Context: an optimization exercise on an open-source flow, tuned for small area, a short achievable clock period and few clock cycles. The choices shown serve that exercise and are no tape-out recipe. No functional check of the RTL was part of any run shown here.

==> flow/design.v, too long to show whole: its modules and the start of the top module <==
// module fir_filter: 3544 lines
// module fir_aoi21: 3 lines
// module fir_oai21: 3 lines
// module fir_nand2: 3 lines
// module fir_nor2: 3 lines
// module fir_inv: 3 lines
// module fir_xor2: 3 lines
// module fir_xnor2: 3 lines
// module fir_fa: 4 lines
// module fir_ha: 4 lines
module fir_filter #(
    parameter DATA_WIDTH = 16,
    parameter TAPS = 16
)(
    input wire clk,
    input wire reset,
    input wire start_fir,
    input wire [1:0] filter_mode,
    input wire [TAPS*DATA_WIDTH-1:0] input_buffer,
    output reg signed [DATA_WIDTH-1:0] fir_output,
    output reg fir_done
);
  // ...
==> flow/flow/run.sh <==
#!/bin/bash
# The standard layout (standard.sh) with smaller port buffers (buf_1).
set -uo pipefail
bash standard.sh "BUFFER_PORTS_ARGS=-buffer_cell sky130_fd_sc_hd__buf_1" finish > standard_make.log 2>&1
==> flow/standard.sh <==
#!/bin/bash
# synth_recipe.tcl (not shown) runs the flow's synth.tcl, then flattens the netlist and writes it again
# the make line also repeats each setting of config.mk as NAME=value (left out here)
make -C /OpenROAD-flow-scripts/flow DESIGN_CONFIG=/design/flow/config.mk WORK_HOME=/design/flow/orfs CLKGATE_MAP_FILE= SYNTH_SCRIPT=/design/flow/synth_recipe.tcl "${@:-finish}"
==> flow/config.mk <==
export PLATFORM = sky130hd
export DESIGN_NAME = fir_filter
export DESIGN_NICKNAME = fir_filter
export VERILOG_FILES = /design/flow/design.v
export SDC_FILE = /design/flow/constraint.sdc
export NUM_CORES = 4
export LEC_CHECK = 0
export CAP_MARGIN = 20
export CORE_MARGIN = 2
export CORE_UTILIZATION = 40
export GPL_TIMING_DRIVEN = 1
export PLACE_DENSITY = 0.6
export SETUP_SLACK_MARGIN = 4.5
export SLEW_MARGIN = 20
export SYNTH_HIERARCHICAL = 1
export SYNTH_MINIMUM_KEEP_SIZE = 0
==> flow/constraint.sdc <==
create_clock -name core_clock -period 11.0 [get_ports {clk}]
set_input_delay 2.2000 -clock core_clock [delete_from_list [all_inputs] [get_ports {clk}]]
set_output_delay 2.2000 -clock core_clock [all_outputs]
set_load 0.01 [all_outputs]
==> impl_metrics.yaml, run 1 <==
routing:
  dr_wl_met2_um: 24900
  drc: 0
floorplanning:
  start_util: 0.404
grt:
  grt_max_degree: 73
  track_usage: 0.233
worst_setup_path:
  worstPathArrival_ns: 6.60
  startpoint: "input_buffer[227]"
  crit_family: "adder cells"
  crit_cells: 15
status:
  status: "no timing/DRC/antenna violations"
synthesis:
  synthAdderAreaFrac: 0.471
  synth_edf_count: 0
  synth.avg_cell_area_um2: 8.88
cells_and_area:
  multiInputGateArea_mm2: 0.0156
  multi_input_area_share: 0.762
  comb.multi_input.count: 1599
timing:
  maxSlewViolCount: 0
  fin_crit_ns: 6.41
placement:
  dp_cells: 2664
clocking:
  ctsResizeCount: 85
  cts_root_buf: "clkbuf_16"
flow_run:
  drv_cap: 0
==> run 2, diff against run 1 <==
--- a/flow/config.mk
+++ b/flow/config.mk
@@ -10,7 +10,7 @@
 export CORE_UTILIZATION = 40
 export GPL_TIMING_DRIVEN = 1
 export PLACE_DENSITY = 0.6
-export SETUP_SLACK_MARGIN = 4.5
+export SETUP_SLACK_MARGIN = 4.3
 export SLEW_MARGIN = 20
 export SYNTH_HIERARCHICAL = 1
 export SYNTH_MINIMUM_KEEP_SIZE = 0
==> run 2 against run 1 <==
- critical endpoint is now r0_13
- area after synthesis is the same
- clock-buffer cell count increased by 2
- highest routed layer unchanged
- design area down 5.2%
==> impl_metrics.yaml, run 2 <==
floorplanning:
  fp.dieW_um: 209
  rows: 75
  start_util: 0.404
  dieHeight_um: 209
  core_mm2: 0.0418
  die-area_mm2: 0.0438
  io_pins: 278
routing:
  ant_nets: 0
  drtIter0Drc: 837
  drc: 0
  drtPass1Iterations: 5
  vias_per_cell: 5.25
  routedWlPerCell_um: 18.5
  route.vias.total: 14200
  wl_um: 50100
worst_setup_path:
  cp-start-kind: "input pin"
  crit_top_cell: "fa_1"
  required_ns: 11.20
  crit_slowest_cell: "fa_1"
  startpoint: "input_buffer[81]"
  crit_family: "adder cells"
  end_kind: "register"
  worstPathArrival_ns: 6.80
  critPathMaxFanout: 9
  critical_path_class: "input pin to register"
  critPathBufInv: 3
  crit_chain: "buf_1 > ha_1 > a21oi_2 > o21ai_4 > buf_12 > a21oi_4 > buf_12 > o21ai_1 > xor2_1 > o21ai_0 > fa_1 > fa_1 > fa_1 > fa_1 > fa_1"
  max_stage_delay_ns: 0.58
synthesis:
  yosysSeqAreaShare: 0.0750
  async_flop_share: 0.0159
  synth_edf_count: 0
  synthFlopType: "dfxtp_1"
  synthCells: 1900
  syn-cell-area_mm2: 0.0169
  yosysMostFrequentCell: "nand2_1"
  synth_top_area_share: 0.323
  yosys_register_bits: 63
  synth_area_leaders: "fa_1 (32%), ha_1 (15%), a21oi_2 (8.2%), dfxtp_1 (7.4%), nand2_1 (7.0%)"
  synth_commonest_cells: "nand2_1 (315), fa_1 (272), ha_1 (200)"
  yosys_warnings: 7
  synth_cell_types: 33
  synth_area_leader_cell: "fa_1"
  synth.avg_cell_area_um2: 8.88
grt:
  grt_pass1_vias: 14400
  grt_max_degree: 76
  grt_pass1_wl_um: 77500
  grt_busiest_layer: "met2"
  met1_usage: 0.309
  grt_use_met2: 0.388
  grt_overflow: 0
  track_usage: 0.224
  antenna_found_initial: 0
  met3_usage: 0.0211
timing:
  setup_viol: 0
  period_share: 0.600
  relSlewSlack: 0.314
  fin_crit_ns: 6.60
  maxSlewViolCount: 0
  grt_setup_unrepaired: "true"
  hold_viol: 0
  fin_tns_setup_ns: 0
  fin_ws_ns: 4.40
  worstMarginPinSlew_ns: 1.03
  clock.fmax_ghz: 0.152
hold_path:
  hold_class: "input pin to asynchronous set/reset pin"
placement:
  io_buffers: 277
  post-dp-hpwl_um: 42100
  dp_slack_ns: 3.47
  place.gp.congestion: 0.888
clocking:
  cts_buffers: 9
  cts_tree: "yes"
  htree_levels: 3
  cts_root_buf: "clkbuf_16"
  clkTransAtPathRegs_ns: 0.05
  clock_path_buffers: 2
  cts.sinks: 63
cells_and_area:
  mostFrequentLayoutCells: "nand2_1 (315), buf_1 (273), fa_1 (272), ha_1 (194), inv_1 (178)"
  area_delta_synth_final_pct: 15.1
  nFillCells: 3996
  largest_register_ffs: 17
  drive_above_1_share: 0.132
  top_register: "r_eg"
  final_common_cell: "nand2_1"
  nets: 2893
  n_antenna_cell: 0
flow_run:
  drv_cap: 0
status:
  status: "no timing/DRC/antenna violations"
## run 2: kinds of logic (layout without fill, tap and decap cells)
kind of cell | Yosys count | count (layout) | share of synthesized area
buf+inv | 246 | 502 | 0.0615
simple gates | 492 | 493 | 0.120
compound gates | 476 | 477 | 0.194
other cells | 1 | 7 | 0.000222
fa+ha+maj | 472 | 472 | 0.471
xor+xnor | 144 | 144 | 0.0747
flops | 63 | 63 | 0.0750
mux | 6 | 6 | 0.00363
## run 2: per-layer routing
layer / share of wire / routed length, um
met1: 0.45 / 22600
met2: 0.48 / 24300
met3: 0.049 / 2430
met4: 0.015 / 732
met5: 0 / 0
## run 2: area by class of cell
| cell class | count | area, um2 | share of cell area |
|---|---|---|---|
| Multi-Input combinational cell | 1599 | 15200 | 0.781 |
| Timing Repair Buffer | 308 | 1340 | 0.0692 |
| Sequential cell | 63 | 1280 | 0.0658 |
| Tap cell | 539 | 674 | 0.0347 |
| Clock inverter | 3 | 18.8 | 0.000966 |
| Clock buffer | 12 | 256 | 0.0132 |
| Inverter | 179 | 672 | 0.0346 |
## run 2: final timing paths
kind / endpoint / slack, ns / cells after the start
worst max-delay path: r0_13 / 4.40 / 15
worst min-delay path: fir_done / 1.67 / 2
max in group asynchronous: fir_done / 9.24 / 2
min in group core_clock: fir_done / 1.97 / 1
## run 2: per-module statistics from Yosys, one instance, submodules excluded, a selection
| module | cell area [um2] | times used |
|---|---|---|
| fir_filter | 4350 | 1 |
| fir_fa | 20.0 | 272 |
| fir_ha | 12.5 | 195 |
| fir_xor2 | 8.76 | 95 |
| fir_aoi21 | 8.76 | 158 |
| fir_oai21 | 5.00 | 146 |
| fir_nor2 | 3.75 | 58 |
| fir_nand2 | 3.75 | 107 |
## run 2: what timing repair did
item	CTS	global route
setup endpoints to repair	37	35
cloned	0	2
setup buffers	5	19
gates resized for setup	33	66
pin swaps	3	22
hold buffers	0	0
## run 2: stage by stage
step                      instances  utilization  hold slack, ns  area [um2]
after floorplan                1906            -            1.93       16900
after CTS                      2682        0.451            1.64       18800
after global routing           2703        0.465            1.67       19400
after global placement         2662        0.439            2.01       18300
after detailed placement       2662        0.439            2.01       18300
final                          2703        0.465            1.67       19400

[port drivers added, routing unchanged]
In the flow no input, the clock included, has a driving cell. The finished layouts below were timed again as built, in two steps. Step 1 sets driving cells, clkbuf_16 on the clock port and buf_2 on the other inputs (assumed; they add their load-dependent delay and slew). Step 2 times the ports against the registers' clock, not the clock port: input delays grow and output delays shrink by t, the midpoint of the rising clock arrivals with the driver on. Slacks: ideal / step 1 / step 2; pairs: ideal / step 1.
run	t, ns	slack for setup (ns)	worst setup path at the end	worst register clock-pin slew, ns	cell pins on the clock port's net
run 1	0.370	4.592 / 4.573 / 4.235	input to register	0.06 / 0.06	1
run 2	0.373	4.403 / 4.423 / 4.050	input to register	0.05 / 0.05	1
After both steps every run listed still meets setup and hold. For run 1, which loses most, drivers alone change the setup slack by -0.019 ns; drivers and shift together by -0.357 ns.
